Context: an optimization exercise on an open-source flow, tuned for a short achievable clock period and few clock cycles. The choices shown serve that exercise and are no tape-out recipe.
The RTL was checked by simulation tests, not by an equivalence proof against the original design.
No activity file was given, so power comes from the tool's default toggle rates.

<file path="design/flow/config.mk">
export PLATFORM = sky130hd
export DESIGN_NAME = mp3_datapath
export DESIGN_NICKNAME = mp3_datapath
export VERILOG_FILES = /design/flow/design.v
export SDC_FILE = /design/flow/constraint.sdc
export NUM_CORES = 4
export LEC_CHECK = 0
export ABC_CLOCK_PERIOD_IN_PS = 4000
export CAP_MARGIN = 20
export CORE_MARGIN = 2
export CORE_UTILIZATION = 35
export SLEW_MARGIN = 20
</file>
<file path="design/flow/constraint.sdc">
create_clock -name core_clock -period 15.0 [get_ports {clk}]
set_input_delay 3.0000 -clock core_clock [delete_from_list [all_inputs] [get_ports {clk}]]
set_output_delay 3.0000 -clock core_clock [all_outputs]
set_load 0.01 [all_outputs]
</file>
<file path="design/flow/design.v">
package rv32i_types;
typedef enum bit [6:0] {
    op_lui   = 7'b0110111,  
    op_auipc = 7'b0010111,  
    op_jal   = 7'b1101111,  
    op_jalr  = 7'b1100111,  
    op_br    = 7'b1100011,  
    op_load  = 7'b0000011,  
    op_store = 7'b0100011,  
    op_imm   = 7'b0010011,  
    op_reg   = 7'b0110011,  
    op_csr   = 7'b1110011   
} rv32i_opcode;
typedef enum bit [2:0] {
    beq  = 3'b000,
    bne  = 3'b001,
    blt  = 3'b100,
    bge  = 3'b101,
    bltu = 3'b110,
    bgeu = 3'b111
} branch_funct3_t;
typedef enum bit [2:0] {
    lb  = 3'b000,
    lh  = 3'b001,
    lw  = 3'b010,
    lbu = 3'b100,
    lhu = 3'b101
} load_funct3_t;
typedef enum bit [2:0] {
    sb = 3'b000,
    sh = 3'b001,
    sw = 3'b010
} store_funct3_t;
typedef enum bit [2:0] {
    add  = 3'b000,  
    sll  = 3'b001,
    slt  = 3'b010,
    sltu = 3'b011,
    axor = 3'b100,
    sr   = 3'b101,  
    aor  = 3'b110,
    aand = 3'b111
} arith_funct3_t;
typedef enum bit [2:0] {
    alu_add = 3'b000,
    alu_sll = 3'b001,
    alu_sra = 3'b010,
    alu_sub = 3'b011,
    alu_xor = 3'b100,
    alu_srl = 3'b101,
    alu_or  = 3'b110,
    alu_and = 3'b111
} alu_ops;
typedef logic [31:0] rv32i_word;
typedef logic [4:0] rv32i_reg;
typedef logic [3:0] rv32i_mem_wmask;
typedef struct packed {
	rv32i_opcode opcode;
	alu_ops aluop;
	logic [2:0] regfilemux_sel;
	logic load_regfile;
	logic alumux1_sel; 
	logic [2:0] alumux2_sel;
	logic cmpmux_sel; 
	logic [1:0] memdatamux_sel;
	branch_funct3_t cmpop;
	rv32i_reg rd;
	logic [1:0] store_op;
	logic load_op;
	logic sign_sel;
	logic jalr_addr_sel;
	logic is_branch;
	logic is_jump;
	logic data_mem_read;
	logic data_mem_write;
	rv32i_reg rs1;
	rv32i_reg rs2;
	logic [7:0] bp_update_index;
} rv32i_control_word;
endpackage : rv32i_types
module register #(parameter width = 32)
(
    input clk,
    input rst,
    input load,
    input [width-1:0] in,
    output logic [width-1:0] out
);
logic [width-1:0] data;
always_ff @(posedge clk)
begin
    if (rst)
    begin
        data <= '0;
    end
    else if (load)
    begin
        data <= in;
    end
end
always_comb
begin
    out = data;
end
endmodule
module pc_register #(parameter width = 32)
(
    input clk,
    input rst,
    input load,
    input [width-1:0] in,
    output logic [width-1:0] out
);
logic [width-1:0] data;
always_ff @(posedge clk)
begin
    if (rst)
    begin
        data <= 32'h00000060;
    end
    else if (load)
    begin
        data <= in;
    end
end
always_comb
begin
    out = data;
end
endmodule
module regfile
(
    input clk,
    input load,
    input [31:0] in,
    input [4:0] src_a, src_b, dest,
    output logic [31:0] reg_a, reg_b
);
logic [31:0] data [32]  ;
always_ff @(posedge clk)
begin
    if (load && dest)
    begin
        data[dest] <= in;
    end
end
always_comb
begin
    reg_a = src_a ? data[src_a] : 0;
    reg_b = src_b ? data[src_b] : 0;
end
endmodule
module mux2 #(parameter width = 32)
(
	input sel,
	input [width-1:0] a, b,
	output logic [width-1:0] f
);
	always_comb
	begin
		if (sel == 0)
			f = a;
		else
			f = b;
	end
endmodule
module mux4 #(parameter width = 32)
(
	input logic [1:0] sel,
	input [width-1:0] a, b, c, d, 
	output logic [width-1:0] f
);
	always_comb
	begin
		if (sel == 0)
			f = a;
		else if (sel == 1)
			f = b;
		else if (sel == 2)
			f = c;
		else 
			f = d;		
	end
endmodule
module mux8 #(parameter width = 32)
(
	input logic [2:0] sel,
	input [width-1:0] a, b, c, d, aa, bb, cc, dd,
	output logic [width-1:0] f
);
	always_comb
	begin
		if (sel == 0)
			f = a;
		else if (sel == 1)
			f = b;
		else if (sel == 2)
			f = c;
		else if (sel == 3)
			f = d;
		else if (sel == 4)
			f = aa;
		else if (sel == 5)
			f = bb;
		else if (sel == 6)
			f = cc;
		else 
			f = dd;
	end
endmodule
import rv32i_types::*;
module alu
(
    input rv32i_types::alu_ops aluop,
    input [31:0] a, b,
    output logic [31:0] f
);
always_comb
begin
    case (aluop)
        alu_add:  f = a + b;
        alu_sll:  f = a << b[4:0];
        alu_sra:  f = $signed(a) >>> b[4:0];
        alu_sub:  f = a - b;
        alu_xor:  f = a ^ b;
        alu_srl:  f = a >> b[4:0];
        alu_or:   f = a | b;
        alu_and:  f = a & b;
    endcase
end
endmodule
import rv32i_types::*;
module cmp
(
	input rv32i_types::rv32i_word rs1,
	input rv32i_types::rv32i_word cmpmux,
	input rv32i_types::branch_funct3_t cmpop,
	output logic br_en
);
logic signed [31:0] rs1_signed;
logic signed [31:0] cmpmux_signed;
assign rs1_signed = $signed(rs1);
assign cmpmux_signed = $signed(cmpmux);
always_comb
begin
	br_en = 0;
	case(cmpop)
		beq: begin
			if (rs1 == cmpmux)
				br_en = 1;
		end
		bne: begin
			if (rs1 != cmpmux)
				br_en = 1;
		end
		blt: begin
			if (rs1_signed < cmpmux_signed)
				br_en = 1;
		end
		bge: begin
			if (rs1_signed >= cmpmux_signed)
				br_en = 1;
		end
		bltu: begin
			if (rs1 < cmpmux)
				br_en = 1;
		end
		bgeu: begin
			if (rs1 >= cmpmux)
				br_en = 1;
		end
	endcase
end
endmodule
import rv32i_types::*;
module forwarding_unit
(
	input rv32i_types::rv32i_reg rs1,
	input rv32i_types::rv32i_reg rs2,
	input rv32i_types::rv32i_reg mem_rd,
	input rv32i_types::rv32i_reg wb_rd,
	input rv32i_types::rv32i_reg decode_rs1,
	input rv32i_types::rv32i_reg decode_rs2,
	input rv32i_types::rv32i_opcode mem_opcode,
	input rv32i_types::rv32i_opcode wb_opcode,
	output logic [1:0] forwardA_sel,
	output logic [1:0] forwardB_sel,
	output logic decode_forwardA_sel,
	output logic decode_forwardB_sel
);
always_comb begin
	forwardA_sel = 2'b00;
	forwardB_sel = 2'b00;
	decode_forwardA_sel = 1'b0;
	decode_forwardB_sel = 1'b0;
	if( (wb_rd != 5'b0) && ((wb_opcode != op_store) && (wb_opcode != op_br)) ) begin
		forwardA_sel[1] = (rs1 == wb_rd);
		forwardB_sel[1] = (rs2 == wb_rd);
		decode_forwardA_sel = (decode_rs1 == wb_rd);
		decode_forwardB_sel = (decode_rs2 == wb_rd);
	end
	if( (mem_rd != 5'b0) && ((mem_opcode != op_store) && (mem_opcode != op_br)) ) begin
		forwardA_sel[0] = (rs1 == mem_rd);
		forwardB_sel[0] = (rs2 == mem_rd);
	end
end
endmodule
import rv32i_types::*;
module load_instr_block
(
	input rv32i_types::rv32i_word wb_mem_rdata,
	input rv32i_types::rv32i_word wb_alu_out,
	input logic wb_sign_sel,
	input logic wb_load_op,
	output rv32i_types::rv32i_word load_data_out
);
rv32i_types::rv32i_word lh_upper, lh_lower, lhu_upper, lhu_lower, lb_0, lb_1, lb_2, lb_3, lbu_0, lbu_1, lbu_2, lbu_3;
rv32i_types::rv32i_word load_half_signed_out, load_byte_signed_out, load_half_unsigned_out, load_byte_unsigned_out, load_signed_out, load_unsigned_out;
assign lh_upper = $signed(wb_mem_rdata[31:16]);
assign lh_lower = $signed(wb_mem_rdata[15:0]);
assign lhu_upper = {16'h0, wb_mem_rdata[31:16]};
assign lhu_lower = {16'h0, wb_mem_rdata[15:0]};	
assign lb_0 = $signed(wb_mem_rdata[7:0]);
assign lb_1 = $signed(wb_mem_rdata[15:8]);
assign lb_2 = $signed(wb_mem_rdata[23:16]);
assign lb_3 = $signed(wb_mem_rdata[31:24]);
assign lbu_0 = {24'h0, wb_mem_rdata[7:0]};
assign lbu_1 = {24'h0, wb_mem_rdata[15:8]};
assign lbu_2 = {24'h0, wb_mem_rdata[23:16]};
assign lbu_3 = {24'h0, wb_mem_rdata[31:24]};
mux2 load_half_signed
(
	.sel(wb_alu_out[1]),
	.a(lh_lower),
	.b(lh_upper),
	.f(load_half_signed_out)
);
mux4 load_byte_signed
(
	.sel(wb_alu_out[1:0]),
	.a(lb_0),
	.b(lb_1),
	.c(lb_2),
	.d(lb_3),
	.f(load_byte_signed_out)
);
mux2 load_half_unsigned
(
	.sel(wb_alu_out[1]),
	.a(lhu_lower),
	.b(lhu_upper),
	.f(load_half_unsigned_out)
);
mux4 load_byte_unsigned
(
	.sel(wb_alu_out[1:0]),
	.a(lbu_0),
	.b(lbu_1),
	.c(lbu_2),
	.d(lbu_3),
	.f(load_byte_unsigned_out)
);
mux2 load_signed
(
	.sel(wb_load_op),
	.a(load_half_signed_out),
	.b(load_byte_signed_out),
	.f(load_signed_out)
);
mux2 load_unsigned
(
	.sel(wb_load_op),
	.a(load_half_unsigned_out),
	.b(load_byte_unsigned_out),
	.f(load_unsigned_out)
);
mux2 load_instr_final
(
	.sel(wb_sign_sel),
	.a(load_signed_out),
	.b(load_unsigned_out),
	.f(load_data_out)
);
endmodule
import rv32i_types::*;
module mem_byte_enable_block
(
	input rv32i_types::rv32i_word mem_alu_out,
	input [1:0] mem_store_op,
	output logic [3:0] mem_byte_enable
);
logic [3:0] store_half_out;
logic [3:0] store_byte_out;
mux2 #(4) store_half
(
	.sel(mem_alu_out[1]),
	.a(4'b0011),
	.b(4'b1100),
	.f(store_half_out)
);
mux4 #(4) store_byte
(
	.sel(mem_alu_out[1:0]),
	.a(4'b0001),
	.b(4'b0010),
	.c(4'b0100),
	.d(4'b1000),
	.f(store_byte_out)
);
mux4 #(4) store_op
(
	.sel(mem_store_op),
	.a(4'b0000),
	.b(store_half_out),
	.c(store_byte_out),
	.d(4'b1111),
	.f(mem_byte_enable)
);
endmodule
import rv32i_types::*;
module control_rom
(
	input rv32i_types::rv32i_opcode opcode,
	input logic [2:0] funct3,
	input logic [6:0] funct7,
	input rv32i_types::rv32i_reg rd,
	input rv32i_types::rv32i_reg rs1,
	input rv32i_types::rv32i_reg rs2,
	input cache_hit,
	input rv32i_types::rv32i_opcode ex_opcode,
	input rv32i_types::rv32i_opcode mem_opcode,
	input rv32i_types::rv32i_reg prev_rd,
	input ex_br_en,
	input old_branch_hazard,
	input [7:0] bp_update_index,
	input [31:0] branch_target,
	input [31:0] id_pc,
	input [31:0] ex_pc,
	output rv32i_types::rv32i_control_word ctrl,
	output logic pipeline_continue ,
	output logic load_use_hazard,
	output logic branch_hazard,
	output logic pc_correction_sel
);
logic output_bubble;
logic [31:0] next_addr;
assign next_addr = ex_pc + 4;
always_comb begin
	output_bubble = 1'b0;
	branch_hazard = 1'b0;
	pc_correction_sel = 1'b0;
	if( ((ex_opcode == op_br) && (ex_br_en == 1'b1)) || (ex_opcode == op_jal) || (ex_opcode == op_jalr) ) begin
		if(id_pc != branch_target) begin
			output_bubble = 1'b1;
			branch_hazard = 1'b1;
		end
	end
	if( (ex_opcode == op_br) && (ex_br_en == 1'b0) ) begin
		if(id_pc != next_addr) begin
			output_bubble = 1'b1;
			branch_hazard = 1'b1;
			pc_correction_sel = 1'b1;
		end	
	end
	if(old_branch_hazard) begin
		output_bubble = 1'b1;
	end
end
always_comb
begin 
	pipeline_continue = cache_hit;
	load_use_hazard = 1'b1;
	ctrl.opcode = opcode;
	ctrl.load_regfile = 1'b0;
	ctrl.aluop = rv32i_types::alu_ops'(funct3);
	ctrl.cmpop = rv32i_types::branch_funct3_t'(funct3);
	ctrl.regfilemux_sel = 3'b0;
	ctrl.rd = rd;
	ctrl.rs1 = rs1;
	ctrl.rs2 = rs2;
	ctrl.alumux1_sel = 1'b0;
	ctrl.alumux2_sel = 3'b0;
	ctrl.cmpmux_sel = 1'b0;
	ctrl.memdatamux_sel = 2'b0;
	ctrl.store_op = 2'b0;
	ctrl.load_op = 1'b0;
	ctrl.sign_sel = 1'b0;
	ctrl.is_jump = 1'b0;
	ctrl.is_branch = 1'b0;
	ctrl.jalr_addr_sel = 1'b0;
	ctrl.data_mem_read = 1'b0;
	ctrl.data_mem_write = 1'b0;
	ctrl.bp_update_index = bp_update_index;
	case(opcode)
		op_lui: begin
			ctrl.regfilemux_sel = 3'b010;  
			ctrl.load_regfile = 1'b1;
		end 
		op_auipc: begin
			ctrl.aluop = alu_add;
			ctrl.alumux1_sel = 1'b1;
			ctrl.alumux2_sel = 3'b1;
			ctrl.load_regfile = 1'b1;  
		end
		op_jal: begin
			ctrl.aluop = alu_add;
			ctrl.is_jump = 1'b1;
			ctrl.alumux1_sel = 1'b1;
			ctrl.alumux2_sel = 3'b100;
			ctrl.regfilemux_sel = 3'b100;
			ctrl.load_regfile = 1'b1;
		end
		op_jalr: begin
			ctrl.aluop = alu_add;
			ctrl.is_jump = 1'b1;
			ctrl.regfilemux_sel = 3'b100;
			ctrl.load_regfile = 1'b1;
			ctrl.jalr_addr_sel = 1'b1;
		end
		op_br: begin
			ctrl.is_branch = 1'b1;
			ctrl.alumux1_sel = 1'b1;
			ctrl.alumux2_sel = 3'b010;
			ctrl.aluop = alu_add;
		end
		op_load: begin
			ctrl.data_mem_read = 1'b1;
			ctrl.aluop = alu_add;
			case(funct3)
				3'b000: begin
					ctrl.load_op = 1'b1; 
					ctrl.sign_sel = 1'b0;
					ctrl.regfilemux_sel = 3'b101;
				end 
				3'b001: begin
					ctrl.load_op = 1'b0;
					ctrl.sign_sel = 1'b0;
					ctrl.regfilemux_sel = 3'b101;
				end
				3'b010: begin
					ctrl.regfilemux_sel = 3'b011;
				end
				3'b100: begin
					ctrl.load_op = 1'b1;
					ctrl.sign_sel = 1'b1;
					ctrl.regfilemux_sel = 3'b101;
				end
				3'b101: begin
					ctrl.load_op = 1'b0;
					ctrl.sign_sel = 1'b1;
					ctrl.regfilemux_sel = 3'b101;
				end
				default: ;  
			endcase
			ctrl.load_regfile = 1'b1;
		end
		op_store: begin
			ctrl.data_mem_write = 1'b1;
			ctrl.aluop = alu_add;
			ctrl.alumux2_sel = 3'b011;
			case(funct3)
				3'b000: begin
					ctrl.memdatamux_sel = 2'b10;
					ctrl.store_op = 2'b10;
				end
				3'b001: begin
					ctrl.memdatamux_sel = 2'b01;
					ctrl.store_op = 2'b01;
				end
				3'b010: begin
					ctrl.store_op = 2'b11;
				end
				default: ;  
			endcase
		end
		op_imm: begin
			ctrl.load_regfile = 1'b1;
			case(funct3)
				3'b010: begin 
					ctrl.cmpop = blt;
					ctrl.cmpmux_sel = 1'b1;
					ctrl.regfilemux_sel = 3'b1;
				end
				3'b011: begin
					ctrl.cmpop = bltu;
					ctrl.cmpmux_sel = 1'b1;
					ctrl.regfilemux_sel = 3'b1;
				end
				3'b101: begin 
					case(funct7)
						7'b0000000: begin 
							ctrl.aluop = alu_srl;
						end
						7'b0100000: begin 
							ctrl.aluop = alu_sra;
						end 
						default:   ;
					endcase
				end
				default: ;   
			endcase
		end
		op_reg: begin
			ctrl.load_regfile = 1'b1;
			ctrl.alumux2_sel = 3'b101;
			case(funct3)
				3'b000: begin
					case(funct7)
						7'b0000000: begin 
							ctrl.aluop = alu_add;
						end 
						7'b0100000: begin 
							ctrl.aluop = alu_sub;
						end
						default:   ;
					endcase
				end 
				3'b010: begin 
					ctrl.cmpop = blt;
					ctrl.regfilemux_sel = 3'b1;
				end 
				3'b011: begin 	
					ctrl.cmpop = bltu;
					ctrl.regfilemux_sel = 3'b1;
				end 
				3'b101: begin 
					case(funct7) 
						7'b0000000: begin 
							ctrl.aluop = alu_srl;
						end 
						7'b0100000: begin
							ctrl.aluop = alu_sra;
						end 
						default:   ;
					endcase 
				end
				default: begin 
					ctrl.aluop = rv32i_types::alu_ops'(funct3);
				end 
			endcase
		end
		op_csr: ;  
		default: begin
			ctrl = 0;
		end 
	endcase
	if( (ex_opcode == op_load) && ((rs1 == prev_rd) || (rs2 == prev_rd)) ) begin
		load_use_hazard = 1'b0;
		ctrl.opcode = op_imm;
		ctrl.load_regfile = 1'b1;
		ctrl.aluop = alu_add;
		ctrl.cmpop = rv32i_types::branch_funct3_t'(3'b011);
		ctrl.regfilemux_sel = 3'b0;
		ctrl.rd = 5'b0;
		ctrl.rs1 = 5'b0;
		ctrl.rs2 = 5'b0;
		ctrl.alumux1_sel = 1'b0;
		ctrl.alumux2_sel = 3'b0;
		ctrl.cmpmux_sel = 1'b0;
		ctrl.memdatamux_sel = 2'b0;
		ctrl.store_op = 2'b0;
		ctrl.load_op = 1'b0;
		ctrl.sign_sel = 1'b0;
		ctrl.is_branch = 1'b0;
		ctrl.is_jump = 1'b0;
		ctrl.jalr_addr_sel = 1'b0;
		ctrl.data_mem_read = 1'b0;
		ctrl.data_mem_write = 1'b0;
	end
	if(output_bubble) begin
		ctrl.opcode = op_imm;
		ctrl.load_regfile = 1'b1;
		ctrl.aluop = alu_add;
		ctrl.cmpop = rv32i_types::branch_funct3_t'(3'b011);
		ctrl.regfilemux_sel = 3'b0;
		ctrl.rd = 5'b0;
		ctrl.rs1 = 5'b0;
		ctrl.rs2 = 5'b0;
		ctrl.alumux1_sel = 1'b0;
		ctrl.alumux2_sel = 3'b0;
		ctrl.cmpmux_sel = 1'b0;
		ctrl.memdatamux_sel = 2'b0;
		ctrl.store_op = 2'b0;
		ctrl.load_op = 1'b0;
		ctrl.sign_sel = 1'b0;
		ctrl.is_branch = 1'b0;
		ctrl.is_jump = 1'b0;
		ctrl.jalr_addr_sel = 1'b0;
		ctrl.data_mem_read = 1'b0;
		ctrl.data_mem_write = 1'b0;
	end
end
endmodule
module IF_ID_reg
(
	input clk,
	input rst,
	input logic load,
	input [31:0] if_pc_out,
	output logic [31:0] id_pc_out
);
register pc_out_reg
(	
	.clk(clk),
	.rst(rst),
	.load(load),
	.in(if_pc_out),
	.out(id_pc_out)
);
endmodule
import rv32i_types::*;
module ID_EX_reg
(
	input clk,
	input rst,
	input logic load,
	input logic hazard,
	input logic branch,
	input rv32i_types::rv32i_word id_pc_out,
	input rv32i_types::rv32i_control_word id_ctrl_word,
	input rv32i_types::rv32i_word id_rs1_out,
	input rv32i_types::rv32i_word id_rs2_out,
	input rv32i_types::rv32i_word id_i_imm,
	input rv32i_types::rv32i_word id_u_imm,
	input rv32i_types::rv32i_word id_b_imm,
	input rv32i_types::rv32i_word id_s_imm,
	input rv32i_types::rv32i_word id_j_imm,
	output rv32i_types::rv32i_word ex_pc_out, 
	output rv32i_types::rv32i_control_word ex_ctrl_word,
	output rv32i_types::rv32i_word ex_rs1_out,
	output rv32i_types::rv32i_word ex_rs2_out,
	output rv32i_types::rv32i_word ex_i_imm,
	output rv32i_types::rv32i_word ex_u_imm,
	output rv32i_types::rv32i_word ex_b_imm,
	output rv32i_types::rv32i_word ex_s_imm,
	output rv32i_types::rv32i_word ex_j_imm
);
logic [31:0] i_imm_out;
logic [31:0] pc_mux_out;
register pc_out_reg
(	
	.clk(clk),
	.rst(rst),
	.load(load),
	.in(pc_mux_out),
	.out(ex_pc_out)
);
register #(56) ctrl_word_reg  
(	
	.clk(clk),
	.rst(rst),
	.load(load),
	.in(id_ctrl_word),
	.out(ex_ctrl_word)
);
register rs1_out_reg
(	
	.clk(clk),
	.rst(rst),
	.load(load),
	.in(id_rs1_out),
	.out(ex_rs1_out)
);
register rs2_out_reg
(	
	.clk(clk),
	.rst(rst),
	.load(load),
	.in(id_rs2_out),
	.out(ex_rs2_out)
);
register i_imm_reg
(	
	.clk(clk),
	.rst(rst),
	.load(load),
	.in(i_imm_out),
	.out(ex_i_imm)
);
register u_imm_reg
(	
	.clk(clk),
	.rst(rst),
	.load(load),
	.in(id_u_imm),
	.out(ex_u_imm)
);
register b_imm_reg
(	
	.clk(clk),
	.rst(rst),
	.load(load),
	.in(id_b_imm),
	.out(ex_b_imm)
);
register s_imm_reg
(	
	.clk(clk),
	.rst(rst),
	.load(load),
	.in(id_s_imm),
	.out(ex_s_imm)
);
register j_imm_reg
(	
	.clk(clk),
	.rst(rst),
	.load(load),
	.in(id_j_imm),
	.out(ex_j_imm)
);
mux2 i_imm_mux
(
	.sel(hazard),
	.a(32'b0),
	.b(id_i_imm),
	.f(i_imm_out)
);
mux2 pc_mux
(
	.sel(~hazard | branch),
	.a(id_pc_out),
	.b(32'b0),
	.f(pc_mux_out)
);
endmodule
import rv32i_types::*;
module EX_MEM_reg
(
	input clk,
	input rst,
	input logic load,
	input rv32i_types::rv32i_word ex_pc_out,
	input rv32i_types::rv32i_control_word ex_ctrl_word,
	input rv32i_types::rv32i_word ex_alu_out,
	input logic ex_br_en,
	input rv32i_types::rv32i_word ex_mem_wdata,
	input rv32i_types::rv32i_word ex_u_imm,
	output rv32i_types::rv32i_word mem_pc_out, 
	output rv32i_types::rv32i_control_word mem_ctrl_word,
	output rv32i_types::rv32i_word mem_alu_out,
	output logic mem_br_en,
	output rv32i_types::rv32i_word mem_mem_wdata,
	output rv32i_types::rv32i_word mem_u_imm
);
register pc_out_reg
(	
	.clk(clk),
	.rst(rst),
	.load(load),
	.in(ex_pc_out),
	.out(mem_pc_out)
);
register #(56) ctrl_word_reg  
(	
	.clk(clk),
	.rst(rst),
	.load(load),
	.in(ex_ctrl_word),
	.out(mem_ctrl_word)
);
register alu_out_reg
(	
	.clk(clk),
	.rst(rst),
	.load(load),
	.in(ex_alu_out),
	.out(mem_alu_out)
);
register #(1) br_en_reg
(	
	.clk(clk),
	.rst(rst),
	.load(load),
	.in(ex_br_en),
	.out(mem_br_en)
);
register mem_wdata_reg
(	
	.clk(clk),
	.rst(rst),
	.load(load),
	.in(ex_mem_wdata),
	.out(mem_mem_wdata)
);
register u_imm_reg
(	
	.clk(clk),
	.rst(rst),
	.load(load),
	.in(ex_u_imm),
	.out(mem_u_imm)
);
endmodule
import rv32i_types::*;
module MEM_WB_reg
(
	input clk,
	input rst,
	input logic load,
	input rv32i_types::rv32i_word mem_pc_out,
	input rv32i_types::rv32i_control_word mem_ctrl_word,
	input rv32i_types::rv32i_word mem_alu_out,
	input logic mem_br_en,
	input rv32i_types::rv32i_word mem_u_imm,
	output rv32i_types::rv32i_word wb_pc_out, 
	output rv32i_types::rv32i_control_word wb_ctrl_word,
	output rv32i_types::rv32i_word wb_alu_out,
	output logic wb_br_en,
	output rv32i_types::rv32i_word wb_u_imm
);
register pc_out_reg
(	
	.clk(clk),
	.rst(rst),
	.load(load),
	.in(mem_pc_out),
	.out(wb_pc_out)
);
register #(56) ctrl_word_reg  
(	
	.clk(clk),
	.rst(rst),
	.load(load),
	.in(mem_ctrl_word),
	.out(wb_ctrl_word)
);
register alu_out_reg
(	
	.clk(clk),
	.rst(rst),
	.load(load),
	.in(mem_alu_out),
	.out(wb_alu_out)
);
register #(1) br_en_reg
(	
	.clk(clk),
	.rst(rst),
	.load(load),
	.in(mem_br_en),
	.out(wb_br_en)
);
register u_imm_reg
(	
	.clk(clk),
	.rst(rst),
	.load(load),
	.in(mem_u_imm),
	.out(wb_u_imm)
);
endmodule
module mp3_datapath
(
	input clk,
	input rst,
	input logic [31:0] data_mem_rdata,
	input logic [31:0] instr_mem_rdata,
	input cache_hit,
	output logic [31:0] instr_mem_addr,
	output logic [31:0] data_mem_addr,
	output logic [3:0] data_mem_byte_en,
	output logic [31:0] data_mem_wdata,
	output logic data_mem_read,
	output logic data_mem_write
);
localparam int BI = 5;               
localparam int NB = 1 << BI;         
localparam int TL = BI + 2;          
localparam int TH = 10;              
localparam int TW = TH - TL + 1;
localparam logic [6:0] OP_LUI   = 7'b0110111;
localparam logic [6:0] OP_AUIPC = 7'b0010111;
localparam logic [6:0] OP_JAL   = 7'b1101111;
localparam logic [6:0] OP_JALR  = 7'b1100111;
localparam logic [6:0] OP_BR    = 7'b1100011;
localparam logic [6:0] OP_LOAD  = 7'b0000011;
localparam logic [6:0] OP_STORE = 7'b0100011;
localparam logic [6:0] OP_IMM   = 7'b0010011;
localparam logic [6:0] OP_REG   = 7'b0110011;
logic [31:0] pc_f;
logic          btb_v   [NB];
logic [1:0]    btb_ctr [NB];
logic [TW-1:0] btb_tag [NB];
logic [15:2]   btb_tgt [NB];    
logic          btb_ret [NB];
logic [31:0]   ras;
logic        f2_v;
logic [31:0] f2_pc, f2_pn;
logic        f2_hit, f2_tk;
logic [1:0]  f2_ctr;
logic        use_ibuf;
logic [31:0] ibuf;
logic        d_v;
logic [31:0] d_ir, d_pc, d_pn;
logic        d_hit, d_tk;
logic [1:0]  d_ctr;
logic        e_v;
logic [4:0]  e_rd;
logic        e_wr, e_load, e_store, e_br, e_jal, e_jalr, e_pre_sel, e_sub, e_sra;
logic [2:0]  e_f3;
logic [31:0] e_a, e_b, e_sd, e_pre, e_pc, e_pc4, e_tgt, e_pn;
logic [2:0]  e_fa, e_fb, e_fs;
logic [8:0]  e_sel9;        
logic [8:0]  e_sela, e_sels;  
logic [8:0]  e_rs;          
logic        e_eq_tgt, e_eq_pc4;
logic        e_hit, e_ret;
logic [1:0]  e_ctr;
logic        m_v, m_wr, m_load;
logic [4:0]  m_rd;
logic [31:0] m_res;
logic [2:0]  m_f3;
logic        w_v, w_wr, w_load;
logic [4:0]  w_rd;
logic [31:0] w_res;
logic [2:0]  w_f3;
logic [1:0]  w_a;
logic        w2_we;
logic [4:0]  w2_rd;
logic [31:0] w2_res;
logic          u_we, u_tgt_we, u_valid, u_ret, u_jalr;
logic [BI-1:0] u_idx;
logic [TW-1:0] u_tag;
logic [15:2]   u_tgt;
logic [1:0]    u_ctr;
logic [31:0] rf [32];
logic [BI-1:0] f_idx;
logic          f_hit, f_taken;
logic [31:0]   f_pn;
logic [1:0]    f_ctr;
assign instr_mem_addr = pc_f;
assign f_idx = pc_f[TL-1:2];
logic [NB-1:0] f_hitv, f_tkv;
always_comb
	for (int i = 0; i < NB; i++) begin
		f_hitv[i] = btb_v[i] && (btb_tag[i] == pc_f[TH:TL]);
		f_tkv[i]  = f_hitv[i] && btb_ctr[i][1];
	end
assign f_hit = f_hitv[f_idx];
assign f_ctr = btb_ctr[f_idx];
assign f_taken = f_tkv[f_idx];
logic [31:0]   f_btb, f_pc4;
assign f_btb = btb_ret[f_idx] ? ras : {pc_f[31:16], btb_tgt[f_idx], 2'b00};
assign f_pc4 = pc_f + 32'd4;
assign f_pn = f_taken ? f_btb : f_pc4;
logic [31:0] f2_ins;
assign f2_ins = use_ibuf ? ibuf : instr_mem_rdata;
logic [6:0]  d_op;
logic [2:0]  d_f3;
logic [4:0]  d_rs1, d_rs2, d_rdf;
logic        d_lui, d_auipc, d_jal, d_jalr, d_br, d_load, d_store, d_imm, d_reg;
logic        d_use1, d_use2, d_wr;
logic [31:0] d_iimm, d_simm, d_bimm, d_uimm, d_jimm, d_imm_v;
logic [31:0] d_tgt, d_pc4, d_pre, d_auipc_v;
logic [31:0] d_r1, d_r2;
logic [2:0]  d_fa, d_fb;
logic        d_hz;
assign d_op  = d_ir[6:0];
assign d_f3  = d_ir[14:12];
assign d_rs1 = d_ir[19:15];
assign d_rs2 = d_ir[24:20];
assign d_rdf = d_ir[11:7];
assign d_lui   = d_op == OP_LUI;
assign d_auipc = d_op == OP_AUIPC;
assign d_jal   = d_op == OP_JAL;
assign d_jalr  = d_op == OP_JALR;
assign d_br    = d_op == OP_BR;
assign d_load  = d_op == OP_LOAD;
assign d_store = d_op == OP_STORE;
assign d_imm   = d_op == OP_IMM;
assign d_reg   = d_op == OP_REG;
assign d_use1 = d_jalr | d_br | d_load | d_store | d_imm | d_reg;
assign d_use2 = d_br | d_store | d_reg;
assign d_wr   = (d_rdf != 5'd0) & (d_lui | d_auipc | d_jal | d_jalr | d_load | d_imm | d_reg);
assign d_iimm = {{21{d_ir[31]}}, d_ir[30:20]};
assign d_simm = {{21{d_ir[31]}}, d_ir[30:25], d_ir[11:7]};
assign d_bimm = {{20{d_ir[31]}}, d_ir[7], d_ir[30:25], d_ir[11:8], 1'b0};
assign d_uimm = {d_ir[31:12], 12'h000};
assign d_jimm = {{12{d_ir[31]}}, d_ir[19:12], d_ir[20], d_ir[30:21], 1'b0};
assign d_imm_v = d_store ? d_simm : d_iimm;
logic [31:0] d_off;
assign d_off = d_jal ? d_jimm : d_bimm;
assign d_tgt = d_pc + d_off;
function automatic logic addeq(input logic [31:0] a, input logic [31:0] b, input logic [31:0] c);
	logic [31:0] x, g, ok;
	x = a ^ b;
	g = a & b;
	ok[0] = x[0] == c[0];
	for (int i = 1; i < 32; i++)
		ok[i] = (x[i] ^ c[i]) == (g[i-1] | (x[i-1] & ~c[i-1]));
	addeq = &ok;
endfunction
assign d_pc4 = d_pc + 32'd4;
assign d_auipc_v = d_pc + d_uimm;
assign d_pre = d_lui ? d_uimm : (d_auipc ? d_auipc_v : d_pc4);
function automatic logic [31:0] dval(input logic [4:0] rs, input logic [31:0] rfv);
	if (rs == 5'd0) dval = 32'd0;
	else if (m_v && m_wr && m_rd == rs) dval = m_res;
	else if (w_v && w_wr && w_rd == rs) dval = w_res;
	else if (w2_we && w2_rd == rs) dval = w2_res;
	else dval = rfv;
endfunction
logic [31:0] d_rf1, d_rf2;
assign d_rf1 = rf[d_rs1];
assign d_rf2 = rf[d_rs2];
assign d_r1 = dval(d_rs1, d_rf1);
assign d_r2 = dval(d_rs2, d_rf2);
function automatic logic [2:0] fwd_sel(input logic [4:0] rs);
	if (rs != 5'd0 && e_v && e_wr && e_rd == rs) fwd_sel = 3'b001;
	else if (rs != 5'd0 && !(m_v && m_wr && m_rd == rs) && w_v && w_wr && w_load && w_rd == rs) fwd_sel = 3'b010;
	else fwd_sel = 3'b100;
endfunction
assign d_fa = fwd_sel(d_rs1);
assign d_fb = fwd_sel(d_rs2);
logic [2:0] d_fbx;
logic       d_sub;
logic [8:0] d_rs;
assign d_sub = d_reg & d_ir[30] & (d_f3 == 3'b000);
always_comb begin
	d_rs = 9'd0;
	if (d_lui | d_auipc | d_jal | d_jalr) d_rs[8] = 1'b1;
	else d_rs[d_f3] = 1'b1;
end
assign d_fbx = (d_use2 & ~d_store) ? d_fb : 3'b100;
function automatic logic ld_dep(input logic [4:0] rs);
	ld_dep = (rs != 5'd0) &&
	       ((e_v && e_load && e_rd == rs) || (m_v && m_load && m_rd == rs));
endfunction
assign d_hz = d_v && ((d_use1 && ld_dep(d_rs1)) || (d_use2 && ld_dep(d_rs2)));
logic d_ret;
assign d_ret = d_jalr && d_rdf == 5'd0 && d_ir[31:20] == 12'd0;
logic        d_redir;
logic [31:0] d_rtgt, d_pn2;
assign d_redir = d_v && !d_tk && (d_jal || (d_br && d_ir[31]) || d_ret);
assign d_rtgt  = d_ret ? ras : d_tgt;
assign d_pn2   = d_redir ? d_rtgt : d_pn;
logic [31:0] x_a, x_b, x_sd;
logic [31:0] x_sum, x_bn, x_res, x_sll, x_sr;
logic        x_lt, x_ltu, x_eq, x_cond, x_taken;
logic        x_jeq, x_mis;
logic        mis_t, mis_n;    
logic [31:0] x_redir;
logic [31:0] x_wdata;
logic [3:0]  x_be;
function automatic logic [31:0] fwd(input logic [31:0] r, input logic [2:0] s);
	fwd = ({32{s[0]}} & m_res) | ({32{s[1]}} & w2_res) | ({32{s[2]}} & r);
endfunction
assign x_a  = fwd(e_a, e_fa);
assign x_b  = fwd(e_b, e_fb);
assign x_sd = fwd(e_sd, e_fs);
logic [2:0][31:0] src_a, src_b;
logic [8:0][31:0] suma9, sums9;
logic [8:0]       eq9, lt9, ltu9;
assign src_a[0] = m_res;
assign src_a[1] = w2_res;
assign src_a[2] = e_a;
assign src_b[0] = m_res;
assign src_b[1] = w2_res;
assign src_b[2] = e_b;
always_comb begin
	for (int i = 0; i < 3; i++)
		for (int j = 0; j < 3; j++) begin
			suma9[3*i+j] = src_a[i] + src_b[j];
			sums9[3*i+j] = src_a[i] - src_b[j];
			eq9[3*i+j]  = src_a[i] == src_b[j];
			lt9[3*i+j]  = $signed(src_a[i]) < $signed(src_b[j]);
			ltu9[3*i+j] = src_a[i] < src_b[j];
		end
	x_sum = 32'd0;
	for (int k = 0; k < 9; k++) x_sum = x_sum | ({32{e_sela[k]}} & suma9[k]) | ({32{e_sels[k]}} & sums9[k]);
	x_eq  = |(e_sel9 & eq9);
	x_lt  = |(e_sel9 & lt9);
	x_ltu = |(e_sel9 & ltu9);
end
assign x_sll = x_a << x_b[4:0];
logic [31:0] x_sra, x_srl;
assign x_sra = $signed(x_a) >>> x_b[4:0];
assign x_srl = x_a >> x_b[4:0];
assign x_sr  = e_sra ? x_sra : x_srl;
assign x_res = ({32{e_rs[0]}} & x_sum) |
               ({32{e_rs[1]}} & x_sll) |
               ({32{e_rs[2]}} & {31'd0, x_lt}) |
               ({32{e_rs[3]}} & {31'd0, x_ltu}) |
               ({32{e_rs[4]}} & (x_a ^ x_b)) |
               ({32{e_rs[5]}} & x_sr) |
               ({32{e_rs[6]}} & (x_a | x_b)) |
               ({32{e_rs[7]}} & (x_a & x_b)) |
               ({32{e_rs[8]}} & e_pre);
always_comb begin
	case (e_f3)
		3'b000: x_cond = x_eq;
		3'b001: x_cond = ~x_eq;
		3'b100: x_cond = x_lt;
		3'b101: x_cond = ~x_lt;
		3'b110: x_cond = x_ltu;
		default: x_cond = ~x_ltu;
	endcase
end
logic [31:0] jx, jg;
logic [31:1] jok;
assign jx = x_a ^ x_b;
assign jg = x_a & x_b;
always_comb begin
	jok[1] = (jx[1] ^ e_pn[1]) == jg[0];
	for (int i = 2; i < 32; i++)
		jok[i] = (jx[i] ^ e_pn[i]) == (jg[i-1] | (jx[i-1] & ~e_pn[i-1]));
end
assign x_jeq = &jok;
assign x_taken = e_jal | e_jalr | (e_br & x_cond);
logic x_mis_j;
assign x_mis   = x_taken ? mis_t : mis_n;
assign x_mis_j = e_v & e_jalr & ~x_jeq;
assign x_redir = x_taken ? e_tgt : e_pc4;
always_comb begin
	case (e_f3[1:0])
		2'b00: begin x_wdata = {4{x_sd[7:0]}};  x_be = 4'b0001 << x_sum[1:0]; end
		2'b01: begin x_wdata = {2{x_sd[15:0]}}; x_be = x_sum[1] ? 4'b1100 : 4'b0011; end
		default: begin x_wdata = x_sd;          x_be = 4'b1111; end
	endcase
end
logic [31:0] l_sh, l_val;
assign l_sh = data_mem_rdata >> {w_a, 3'b000};
always_comb begin
	case (w_f3)
		3'b000: l_val = {{24{l_sh[7]}}, l_sh[7:0]};
		3'b001: l_val = {{16{l_sh[15]}}, l_sh[15:0]};
		3'b100: l_val = {24'd0, l_sh[7:0]};
		3'b101: l_val = {16'd0, l_sh[15:0]};
		default: l_val = data_mem_rdata;
	endcase
end
logic redirect, stall;
logic pend;
logic [31:0] p_tgt;
assign redirect = x_mis | pend;
logic [31:0] pc_norm, pc_t, pc_n, pc_next;
logic [31:0] pc_other;
logic        f_use;
always_comb begin
	if (pend) pc_other = p_tgt;
	else if (stall) pc_other = pc_f;
	else if (d_redir) pc_other = d_rtgt;
	else pc_other = f_pc4;
end
assign f_use = f_taken & ~pend & ~stall & ~d_redir;
assign pc_norm = f_use ? f_btb : pc_other;
assign mis_t = e_v & ~pend & ~e_jalr & ~e_eq_tgt;
assign mis_n = e_v & ~pend & ~e_jalr & ~e_eq_pc4;
assign pc_t = mis_t ? e_tgt : pc_norm;
assign pc_n = mis_n ? e_pc4 : pc_norm;
assign pc_next = x_taken ? pc_t : pc_n;
assign stall = d_hz;
always_ff @(posedge clk) begin
	if (rst) begin
		pc_f <= 32'h00000060;
		f2_v <= 1'b0;
		use_ibuf <= 1'b0;
		d_v <= 1'b0;
		e_v <= 1'b0;
		m_v <= 1'b0;
		w_v <= 1'b0;
		w2_we <= 1'b0;
		u_we <= 1'b0;
		pend <= 1'b0;
		data_mem_read <= 1'b0;
		data_mem_write <= 1'b0;
		data_mem_addr <= 32'd0;
		data_mem_wdata <= 32'd0;
		data_mem_byte_en <= 4'd0;
	end else if (cache_hit) begin
		pend <= x_mis_j & ~pend;
		pc_f <= pc_next;
		if (redirect) begin
			f2_v <= 1'b0;
			use_ibuf <= 1'b0;
			d_v <= 1'b0;
		end else if (stall) begin
			if (f2_v && !use_ibuf) use_ibuf <= 1'b1;
		end else if (d_redir) begin
			f2_v <= 1'b0;
			use_ibuf <= 1'b0;
			d_v <= 1'b0;
		end else begin
			f2_v <= 1'b1;
			use_ibuf <= 1'b0;
			d_v <= f2_v;
		end
		e_v <= d_v & ~stall & ~redirect;
		m_v <= e_v & ~pend;
		w_v <= m_v;
		w2_we <= w_v & w_wr;
		u_we <= e_v & ~pend & ((e_br | e_jal | e_jalr) ? (x_taken | e_hit) : e_hit);
		data_mem_read <= e_v & ~pend & e_load;
		data_mem_write <= e_v & ~pend & e_store;
		data_mem_addr    <= x_sum;
		data_mem_wdata   <= x_wdata;
		data_mem_byte_en <= x_be;
	end
end
always_ff @(posedge clk) begin
	if (cache_hit) begin
		if (stall && f2_v && !use_ibuf) ibuf <= instr_mem_rdata;
		if (d_v && !stall && (d_jal || d_jalr) && d_rdf != 5'd0) ras <= d_pc4;
		if (!stall) begin
			f2_pc  <= pc_f;
			f2_pn  <= f_pn;
			f2_hit <= f_hit;
			f2_tk  <= f_taken;
			f2_ctr <= f_ctr;
			d_ir  <= f2_ins;
			d_pc  <= f2_pc;
			d_pn  <= f2_pn;
			d_hit <= f2_hit;
			d_tk  <= f2_tk;
			d_ctr <= f2_ctr;
		end
		e_rd      <= d_rdf;
		e_wr      <= d_wr;
		e_load    <= d_load;
		e_store   <= d_store;
		e_br      <= d_br;
		e_jal     <= d_jal;
		e_jalr    <= d_jalr;
		e_pre_sel <= d_lui | d_auipc | d_jal | d_jalr;
		e_sub     <= d_sub;
		e_sra     <= d_ir[30];
		e_f3      <= d_f3;
		e_a       <= d_r1;
		e_b       <= d_use2 & ~d_store ? d_r2 : d_imm_v;
		e_sd      <= d_r2;
		e_fa      <= d_fa;
		e_fb      <= d_fbx;
		for (int i = 0; i < 3; i++)
			for (int j = 0; j < 3; j++) begin
				e_sel9[3*i+j] <= d_fa[i] & d_fbx[j];
				e_sela[3*i+j] <= d_fa[i] & d_fbx[j] & ~d_sub;
				e_sels[3*i+j] <= d_fa[i] & d_fbx[j] & d_sub;
			end
		e_rs      <= d_rs;
		e_fs      <= d_fb;
		e_pre     <= d_pre;
		e_pc      <= d_pc;
		e_pc4     <= d_pc4;
		e_tgt     <= d_tgt;
		e_pn      <= d_pn2;
		e_eq_tgt  <= d_redir | addeq(d_pc, d_off, d_pn);
		e_eq_pc4  <= d_redir ? (d_off == 32'd4) : addeq(d_pc, 32'd4, d_pn);
		e_hit     <= d_hit;
		e_ret     <= d_ret;
		e_ctr     <= d_ctr;
		m_wr   <= e_wr;
		m_load <= e_load;
		m_rd   <= e_rd;
		m_res  <= x_res;
		m_f3   <= e_f3;
		w_wr   <= m_wr;
		w_load <= m_load;
		w_rd   <= m_rd;
		w_res  <= m_res;
		w_f3   <= m_f3;
		w_a    <= data_mem_addr[1:0];
		w2_rd  <= w_rd;
		w2_res <= w_load ? l_val : w_res;
		u_idx    <= e_pc[TL-1:2];
		u_tag    <= e_pc[TH:TL];
		p_tgt    <= {x_sum[31:1], 1'b0};
		u_tgt    <= e_tgt[15:2];
		u_jalr   <= e_jalr;
		u_tgt_we <= x_taken;
		u_valid  <= e_br | e_jal | e_jalr;
		u_ret    <= e_ret;
		if (e_jal | e_jalr)
			u_ctr <= 2'b11;
		else if (!e_hit)
			u_ctr <= 2'b10;
		else if (x_taken)
			u_ctr <= (e_ctr == 2'b11) ? 2'b11 : e_ctr + 2'b01;
		else
			u_ctr <= (e_ctr == 2'b00) ? 2'b00 : e_ctr - 2'b01;
	end
end
always_ff @(posedge clk) begin
	if (w2_we) rf[w2_rd] <= w2_res;
end
always_ff @(posedge clk) begin
	if (rst) begin
		for (int i = 0; i < NB; i++) btb_v[i] <= 1'b0;
	end else if (u_we) begin
		btb_ctr[u_idx] <= u_ctr;
		if (u_tgt_we || !u_valid) begin
			btb_v[u_idx]   <= u_valid;
			btb_tag[u_idx] <= u_tag;
			btb_tgt[u_idx] <= u_jalr ? p_tgt[15:2] : u_tgt;
			btb_ret[u_idx] <= u_ret;
		end
	end
end
endmodule
</file>
<file path="design/flow/flow/run.sh">
#!/bin/bash
# Standard ORFS layout; repair_timing aims for setup slack well beyond the
# clock period's needs so the achieved period is pushed down.
set -euo pipefail
bash standard.sh SETUP_SLACK_MARGIN=11 finish > flow_make.log 2>&1
</file>
<file path="design/flow/standard.sh">
#!/bin/bash
# synth_recipe.tcl (not shown) runs the flow's synth.tcl, then flattens the netlist and writes it again
# the make line also repeats each setting of config.mk as NAME=value (left out here)
make -C /OpenROAD-flow-scripts/flow DESIGN_CONFIG=/design/flow/config.mk WORK_HOME=/design/flow/orfs CLKGATE_MAP_FILE= SYNTH_SCRIPT=/design/flow/synth_recipe.tcl "${@:-finish}"
</file>
==> summary.txt, run 1 <==
Run status
  • Status: timing/DRC/antenna clean

Placement
  • Placed Instances: 16800
  • Port-buffer cells: 168
  • Hpwl dp: 420000 microns
  • Routability cong.: 1.04
  • Placed Area: 156000 sq um

Global routing
  • Grt ovf: 0
  • Initial antenna violation count: 39
  • First-pass GRT wire length: 852000 microns
  • Pin count of the biggest net entering global routing: 81
  • Vias in the first global route: 107000
  • GRT Total Usage: 28.2%

Synthesis
  • Cells after synthesis: 11600
  • Seq/Total Area, Yosys: 51.8%
  • Post-synth top cells: edfxtp_1, nor2_1, mux4_2
  • Top_reg_cell synth: edfxtp_1
  • Number of synthesized flops with an enable pin: 2438
  • Synth top area cells: edfxtp_1, mux4_2, ha_1
  • Number of distinct library cells after synthesis: 95
  • FF+latch count, synth: 2564
  • Synthesized Nets: 12300
  • Yosys warns: 1
  • Top-count cell post-synth: edfxtp_1
  • Cell area after synthesis: 146000 sq um
  • Post-synth ARST share: 0%
  • Dominant cell type by area after synthesis: edfxtp_1
  • Share of the synthesized area in the top cell type: 50.0%
  • Mean Syn Cell Area: 12.6 sq um

STA
  • Slew Limit Fails: 0
  • Setup TNS: 0 ps
  • Worst Tran Pin Value: 1190 ps
  • Final Hold Violating Endpoints: 0
  • Setup violators final: 0
  • Minimum clock period: 4830 ps
  • Post-route clock period utilization: 32.2%
  • Relative slew slack: 20.1%
  • Fmax: 207 MHz
  • Final Skew: 88.9 ps
  • RSZ-0062 raised after global routing: true

Power and ir drop
  • Switching Power: 8.25 mW
  • Clock group share of total power: 29.6%
  • Internal power: 15.6 mW
  • Power per standard cell area: 132 nW/um^2
  • Peak supply drop: 0.112 mV
  • Leakage: 62.6 nW
  • Switching Fraction: 34.5%
  • Combinational share of power: 34.1%
  • Seq pwr share: 36.3%

Job
  • Max cap viols: 0

Detailed routing
  • 1st-pass router iterations: 7
  • Vias per cell: 6.28
  • 1st-iter DRT viols: 17400
  • Final ANT Viol Nets: 0
  • Drt drc: 0
  • Routed WL per cell: 34.5 microns
  • WL final: 626000 microns
  • Vias: 114000

Die
  • Initial Util: 35.1%
  • Io pins: 169
  • Site Rows: 237
  • Core Box Area: 416000 sq um
  • Die Ht: 651 microns
  • Die W: 651 microns
  • Die area: 423000 sq um

Final layout
  • FILL cells: 37800
  • # nets final: 13100
  • Share of cells above drive strength 1: 30.1%
  • Layout Area Growth over Synthesis: 23.9%
  • Fin cells: 18100
  • Finished Cell Area: 181000 sq um
  • Multi-input logic area: 73700 sq um
  • FF/Latch Area: 76100 sq um

Worst setup path
  • Worst-path fanout max: 4
  • CP max stage cell: a221o_2
  • WP data arrival: 5510 ps
  • Critical Path End Type: register
  • Worst Setup Start Kind: register
  • Setup CP Type: reg -> reg
  • CP max stage delay: 450 ps
  • Cell chain of the critical path: buf_6 > inv_6 > ha_4 > inv_2 > fa_2 > a21oi_4 > o211ai_1 > buf_4 > a211oi_2 > buf_4 > o21ai_4 > a221o_2 > a31o_4 > xor2_4 > a211oi_4 > o2111ai_2 > nor4_2 > o21ai_1 > nand2b_4 > a221o_1
  • Critical path data required time: 15670 ps
  • Worst path most repeated cell: buf_4

Clock tree
  • CTS Buffer Depth: 4
  • H-tree levels: 5
  • Skew-Pair Late Insertion Delay: 990 ps
  • CTS tree: yes
  • Clk sinks: 2564
  • Clk pin slew, worst setup/hold paths: 60 ps
  • Root buffer cell: clkbuf_16
  • Total CTS buffers: 287

Worst hold path
  • Hold Path Class: reg -> reg
[state kept, by name, summed over array words and instances, names as in the netlist, 64 cells and up, named ones only]
signal and flops:
rf 1024, btb_tgt 448, btb_tag 128, btb_ctr 64
[layout by cell type, fill, tap and decap left out, types with 72 or more instances in the layout]
cell type and n:
edfxtp_1 2438, nor2_1 888, mux4_2 813, buf_4 754
nand2_1 672, a21oi_1 648, inv_1 442, ha_1 388
xnor2_1 380, o21ai_0 335, clkbuf_16 313, xor2_1 245
buf_6 223, a211oi_1 216, nand3_1 152, mux2i_1 148
nor3_1 132, a22oi_1 114, a21o_1 109, ha_4 109
buf_12 109, nand4_1 103, mux2_2 100, a222oi_1 97
nor2_4 92, a21oi_2 88, o21bai_1 80, and3_1 80
dfxtp_4 78, nand2b_1 77, clkbuf_1 75, o21ai_2 73
o211ai_1 72
[stage by stage]
stage / utilization (%) / power [mW] / hold slack, ps / worst slack [ps]
detailed placement: 37.5 / 15.4 / 405 / 8160
global route: 43.5 / 24.5 / 394 / 10120
floorplan: - / 12.9 / 400 / 10230
global placement: 37.5 / 15.4 / 401 / 8060
CTS: 42.3 / 23.3 / 369 / 10280
finish: 43.5 / 23.9 / 373 / 10170
[area by class of cell]
type                            count  area share [%]
Antenna cell                       11          0.0152
Clock buffer                      374            4.25
Clock inverter                    147           0.835
Inverter                          501            1.09
Multi-Input combinational cell   7781            40.7
Sequential cell                  2564            42.0
Tap cell                         5497            3.79
Timing Repair Buffer             1248            7.38
Timing Repair inverter              2          0.0110
[repair_timing]
item                                     CTS  global route
pin swaps                                277           270
endpoints found under the hold margin      0             0
gates cloned                              44            23
resized for setup                       1887           560
hold buffers                               0             0
endpoints found under the setup margin  1589           759
setup buffers                            475           226
[cell families after synthesis]
group / after synthesis / synth area share [%]
xor+xnor: 675 / 4.04
mux: 1085 / 14.5
flops: 2564 / 51.8
compound gates: 2639 / 12.0
buf+inv: 1283 / 3.35
fa+ha+maj: 636 / 5.82
simple gates: 2731 / 8.59
[metal layers]
layer	up-vias	global-route usage (%)	share of wire, %
met5	-	0	0.023
met4	26	15.3	6.9
met3	1448	5.79	11
met2	7631	42.0	43
met1	58100	38.7	39
li1	46600	-	-
[critical path: cells and delay by family (launching register included)]
family | cells | cell delay (ps)
AOI/OAI and AO/OA | 10 | 2370
xor gates and xnor gates | 1 | 170
adders and majority gates | 2 | 520
buffers and inverters | 5 | 630
DFF | 1 | 420
and+or+nand+nor | 2 | 410
[power by group through the flow]
| stage | Clock [mW] | Sequential [mW] | Combinational (mW) |
|---|---|---|---|
| 2_1_floorplan | 0 | 8.69 | 4.22 |
| 3_3_place_gp | 0 | 8.93 | 6.50 |
| 3_5_place_dp | 0 | 8.94 | 6.48 |
| 4_1_cts | 7.13 | 8.68 | 7.51 |
| 5_1_grt | 7.39 | 8.69 | 8.45 |
| 6_report | 7.07 | 8.67 | 8.14 |
[path summary, 6_finish.rpt]
| kind | slack [ps] | to | depth (start not counted) | from |
|---|---|---|---|---|
| worst max-delay path | 10170 | m_res[28]$_DFFE_PP_ | 20 | e_a[0]$_SDFFCE_PP0P_ |
| worst min register to register | 370 | d_pc[28]$_DFFE_PP_ | 0 | f2_pc[28]$_DFFE_PP_ |
| worst min-delay path | 370 | d_pc[28]$_DFFE_PP_ | 0 | f2_pc[28]$_DFFE_PP_ |
| worst max register to register | 10170 | m_res[28]$_DFFE_PP_ | 20 | e_a[0]$_SDFFCE_PP0P_ |
Testbench counts, summed over its fixed seeds: cycles 66,023.
==> run 2: changes to the inputs <==
--- a/design/flow/design.v
+++ b/design/flow/design.v
@@ -1151,2 +1151,30 @@
 assign x_sd = fwd(e_sd, e_fs);
+function automatic logic [31:0] ks_sum(input logic [31:0] a, input logic [31:0] b, input logic cin);
+	logic [31:0] p, g, gg, pp;
+	p = a ^ b;
+	g = a & b;
+	gg = g;
+	pp = p;
+	gg[0] = g[0] | (p[0] & cin);
+	for (int k = 0; k < 5; k++)
+		for (int i = 31; i >= (1 << k); i--) begin
+			gg[i] = gg[i] | (pp[i] & gg[i - (1 << k)]);
+			pp[i] = pp[i] & pp[i - (1 << k)];
+		end
+	ks_sum = p ^ {gg[30:0], cin};
+endfunction
+function automatic logic ks_geu(input logic [31:0] a, input logic [31:0] b);
+	logic [31:0] p, g, gg, pp;
+	p = ~(a ^ b);
+	g = a & ~b;
+	gg = g;
+	pp = p;
+	gg[0] = g[0] | p[0];
+	for (int k = 0; k < 5; k++)
+		for (int i = 31; i >= (1 << k); i--) begin
+			gg[i] = gg[i] | (pp[i] & gg[i - (1 << k)]);
+			pp[i] = pp[i] & pp[i - (1 << k)];
+		end
+	ks_geu = gg[31];
+endfunction
 logic [2:0][31:0] src_a, src_b;
@@ -1163,7 +1191,7 @@
 		for (int j = 0; j < 3; j++) begin
-			suma9[3*i+j] = src_a[i] + src_b[j];
-			sums9[3*i+j] = src_a[i] - src_b[j];
+			suma9[3*i+j] = ks_sum(src_a[i], src_b[j], 1'b0);
+			sums9[3*i+j] = ks_sum(src_a[i], ~src_b[j], 1'b1);
 			eq9[3*i+j]  = src_a[i] == src_b[j];
-			lt9[3*i+j]  = $signed(src_a[i]) < $signed(src_b[j]);
-			ltu9[3*i+j] = src_a[i] < src_b[j];
+			ltu9[3*i+j] = ~ks_geu(src_a[i], src_b[j]);
+			lt9[3*i+j]  = ltu9[3*i+j] ^ src_a[i][31] ^ src_b[j][31];
 		end
==> run 2 against run 1 <==
- cell count up 0.14%
- critical path depth down 3
- fmax down 5.8%
- register-to-register slack worse by 300 ps
- core utilization up 0.13 points
- total power down 9.8%
- clock power up 2%
- combinational power down 27%
- hold slack better by 12 ps
- largest cell class unchanged
==> summary.txt, run 2 <==
STA
  • Fmax: 195 MHz (-5.8%)
  • Setup violators final: 0 (unchanged)
  • Final Hold Violating Endpoints: 0 (unchanged)
  • Final Skew: 91.0 ps (+2.13 ps)
  • RSZ-0062 raised after global routing: true
  • Slew Limit Fails: 0 (unchanged)
  • Final WS setup: 9870 ps (-300 ps)
  • Min Hold Slack: 385 ps (+11.7 ps)
  • Minimum clock period: 5130 ps (+300 ps)
  • Relative slew slack: 14.6% (-5.5 points)
  • Setup TNS: 0 ps (unchanged)
  • Worst Tran Pin Value: 1270 ps (+85.2 ps)
  • Post-route clock period utilization: 34.2% (+2.0 points)

Synthesis
  • Share of the synthesized area in the top cell type: 50.1% (+0.065 points)
  • Top_reg_cell synth: edfxtp_1
  • Cell area after synthesis: 146000 sq um (-0.13%)
  • Cells after synthesis: 11600 (-0.40%)
  • Number of synthesized flops with an enable pin: 2438 (unchanged)
  • Dominant cell type by area after synthesis: edfxtp_1
  • FF+latch count, synth: 2564 (unchanged)
  • Seq/Total Area, Yosys: 51.8% (+0.067 points)
  • Number of distinct library cells after synthesis: 101 (+6.3%)
  • Synthesized Nets: 12300 (-0.32%)
  • Yosys warns: 1 (unchanged)
  • Top-count cell post-synth: edfxtp_1
  • Synth top area cells: edfxtp_1, mux4_2, ha_1
  • Post-synth top cells: edfxtp_1, nor2_1, a21oi_1
  • Mean Syn Cell Area: 12.6 sq um (+0.28%)
  • Post-synth ARST share: 0% (unchanged)

Worst setup path
  • Setup CP Type: reg -> reg
  • FF-to-FF Start: e_b[19]$_DFFE_PP_
  • WP data arrival: 5970 ps (+460 ps)
  • Worst reg2reg endpoint: pc_f[0]$_SDFFE_PP0P_
  • Worst Setup Start Kind: register
  • R2R Setup Slk: 9870 ps (-300 ps)
  • Critical path data required time: 15840 ps (+170 ps)
  • Cells on worst reg2reg path: 17 (-15%)
  • Critical Path End Type: register
  • Worst-path fanout max: 10 (+6)

Final layout
  • Top Registers: rf: 1024 flops, btb_tgt: 448 flops, btb_tag: 128 flops
  • Fin cells: 18200 (+0.14%)
  • # nets final: 13100 (+0.24%)
  • Largest Register: rf
  • Layout Area Growth over Synthesis: 24.4%
  • Commonest cells after routing, fill and taps aside: edfxtp_1, nor2_1, mux4_2
  • Largest register FFs: 1024 (unchanged)
  • FILL cells: 37900 (+0.38%)
  • Share of cells above drive strength 1: 30.3% (+0.14 points)
  • Most common cell after layout, fill and taps aside: edfxtp_1

Detailed routing
  • Drt drc: 0 (unchanged)
  • 1st-pass router iterations: 14 (+7)
  • WL final: 638000 microns (+1.9%)
  • Vias: 114000 (+0.35%)
  • Final ANT Viol Nets: 0 (unchanged)
  • 1st-iter DRT viols: 18600 (+6.8%)
  • Routed WL per cell: 35.2 microns (+1.8%)
  • Vias per cell: 6.29 (+0.21%)

Placement
  • Pre-CTS WS: 7800 ps (-355 ps)
  • Hpwl dp: 419000 microns (-0.18%)
  • Placed Instances: 16800 (-0.39%)
  • Routability cong.: 1.03 (-1.1%)
  • Port-buffer cells: 168 (unchanged)

Worst hold path
  • Min-delay src: f2_pc[0]$_DFFE_PP_
  • Hold Path Class: reg -> reg
  • Worst hold path depth: 0 (unchanged)
  • Hold path endpoint: d_pc[0]$_DFFE_PP_

Die
  • Site Rows: 237 (unchanged)
  • Die W: 650 microns (about the same)
  • Core Box Area: 416000 sq um (unchanged)
  • Die area: 423000 sq um (-0.13%)
  • Die Ht: 650 microns (about the same)
  • Io pins: 169 (unchanged)
  • Initial Util: 35.1% (-0.045 points)

Job
  • Max cap viols: 0 (unchanged)

Global routing
  • GRT Total Usage: 28.9% (+0.63 points)
  • Grt ovf: 0 (unchanged)
  • Initial antenna violation count: 50 (+28%)
  • Vias in the first global route: 107000 (-0.13%)
  • Pin count of the biggest net entering global routing: 85 (+4.9%)
  • First-pass GRT wire length: 863000 microns (+1.3%)

Clock tree
  • Skew-Pair Late Insertion Delay: 970 ps (-20 ps)
  • Clk sinks: 2564 (unchanged)
  • H-tree levels: 5 (unchanged)
  • Clk pin slew, worst setup/hold paths: 60 ps (about the same)
  • CTS Buffer Depth: 4 (unchanged)
  • Root buffer cell: clkbuf_16
  • CTS tree: yes
  • Total CTS buffers: 289 (+0.70%)

Run status
  • Status: timing/DRC/antenna clean

Power and ir drop
  • Peak supply drop: 0.0975 mV (-13%)
  • Power per standard cell area: 118 nW/um^2 (-10%)
  • Pwr Total: 21.5 mW (-9.8%)
  • Leakage: 63.0 nW (+0.73%)
-- run 2: cell count changes after synthesis, sizes merged, moves of 21 or more --
| cell | previous run | this run |
|---|---|---|
| nand2 | 718 | 648 |
| a21oi | 758 | 823 |
| xnor2 | 414 | 471 |
| xor2 | 261 | 210 |
| o211ai | 72 | 101 |
| o221ai | 56 | 27 |
| a221oi | 77 | 56 |
-- run 2: cell type report --
cell class | instances | area [sq um] | area share, %
Sequential cell | 2564 | 76100 | 41.8
Multi-Input combinational cell | 7727 | 72900 | 40.1
Timing Repair Buffer | 1315 | 14400 | 7.94
Clock buffer | 373 | 7840 | 4.31
Tap cell | 5497 | 6880 | 3.78
Inverter | 509 | 2040 | 1.12
Clock inverter | 145 | 1600 | 0.881
Antenna cell | 18 | 45.0 | 0.0248
Timing Repair inverter | 2 | 32.5 | 0.0179
-- run 2: what timing repair did --
action / in CTS / in global routing
hold endpoints to repair: 0 / 0
setup buffers: 536 / 233
hold buffers: 0 / 0
endpoints found under the setup margin: 1583 / 676
gates resized for setup: 1925 / 486
pin swaps: 288 / 224
gates cloned: 60 / 25
-- run 2: power by group --
group	leakage (nW)	total (mW)	switching [mW]	internal [mW]
Combinational	35.0	5.95	3.59	2.36
Clock	4.60	7.22	3.10	4.12
Sequential	23.4	8.36	0.250	8.11
Total	63.0	21.5	6.94	14.6
-- run 2: per-layer routing --
metal  wire (microns)  part of all wire (%)  vias up  GRT usage, %
met5              111                 0.017        -             0
met4            43700                   6.8       16          15.5
met3            76500                    12     1596          7.00
met2           271000                    42     7885          42.3
met1           247000                    39    58100          39.5
li1                 -                     -    46600             -
-- run 2: kinds of logic after synthesis --
family | share of synthesized area (%)
and+or+nand+nor | 8.23
DFF | 51.8
xor gates and xnor gates | 4.08
muxes | 14.4
AOI/OAI and AO/OA | 12.1
buffers and inverters | 3.42
adders and majority gates | 5.91
-- run 2: per-stage QoR --
stage | utilization (%) | instance area [sq um]
2_1_floorplan | - | 147000
3_3_place_gp | 37.4 | 156000
3_5_place_dp | 37.4 | 156000
4_1_cts | 42.5 | 177000
5_1_grt | 43.7 | 182000
6_report | 43.7 | 182000
-- run 2: worst max-delay path, cell delays in order, from the launching register on --
cell and delay (ps):
edfxtp_1 520, inv_1 170, ha_1 600, nand4_1 510, inv_1 210, o22ai_1 90, o21ba_4 280, a221oi_4 110
a2111oi_4 510, mux2i_2 190, a211o_4 370, a2111oi_4 290, buf_4 210, buf_12 170, o2bb2ai_4 280, nor2b_4 240
nor3_1 50, a31o_2 260
-- run 2: worst max path at each step --
| stage | depth (start not counted) | start | to |
|---|---|---|---|
| after floorplan | 5 | cache_hit | d_ctr[0]$_DFFE_PP_ |
| after global placement | 17 | w2_res[28]$_DFFE_PP_ | pc_f[25]$_SDFFE_PP0P_ |
| after detailed placement | 16 | w2_res[31]$_DFFE_PP_ | register |
| after CTS | 14 | m_res[16]$_DFFE_PP_ | m_res[29]$_DFFE_PP_ |
| after global routing | 23 | w2_res[0]$_DFFE_PP_ | pc_f[29]$_SDFFE_PP0P_ |
| final | 17 | e_b[19]$_DFFE_PP_ | pc_f[0]$_SDFFE_PP0P_ |
Testbench counts of run 2, summed over its fixed seeds: cycles 66,023.

-- separate check: timing with driven ports --
How much do the figures lean on ideal ports? The routed layouts below were timed once more, with nothing changed but the port constraints. Step 1 assumes that a clkbuf_16 drives the clock port and a buf_2 every other input. Step 2 adds t to the input delays and takes it off the output delays; t is the mean of the earliest and latest rising clock arrival at the registers after step 1. Input paths then give back, and output paths get back, about the clock's delay inside the block. Three values: no drivers, after step 1, after step 2; two values: the first two.
run | shift t [ns] | setup WS [ns] | worst setup path at the end
run 1 | 1.041 | 10.169 / 10.169 / 9.836 | input to register
run 2 | 1.041 | 9.869 / 9.869 / 9.224 | input to register
After both steps every run listed still meets setup and hold. For run 2, which loses most, drivers alone change the setup slack by 0.000 ns; drivers and shift together by -0.645 ns.
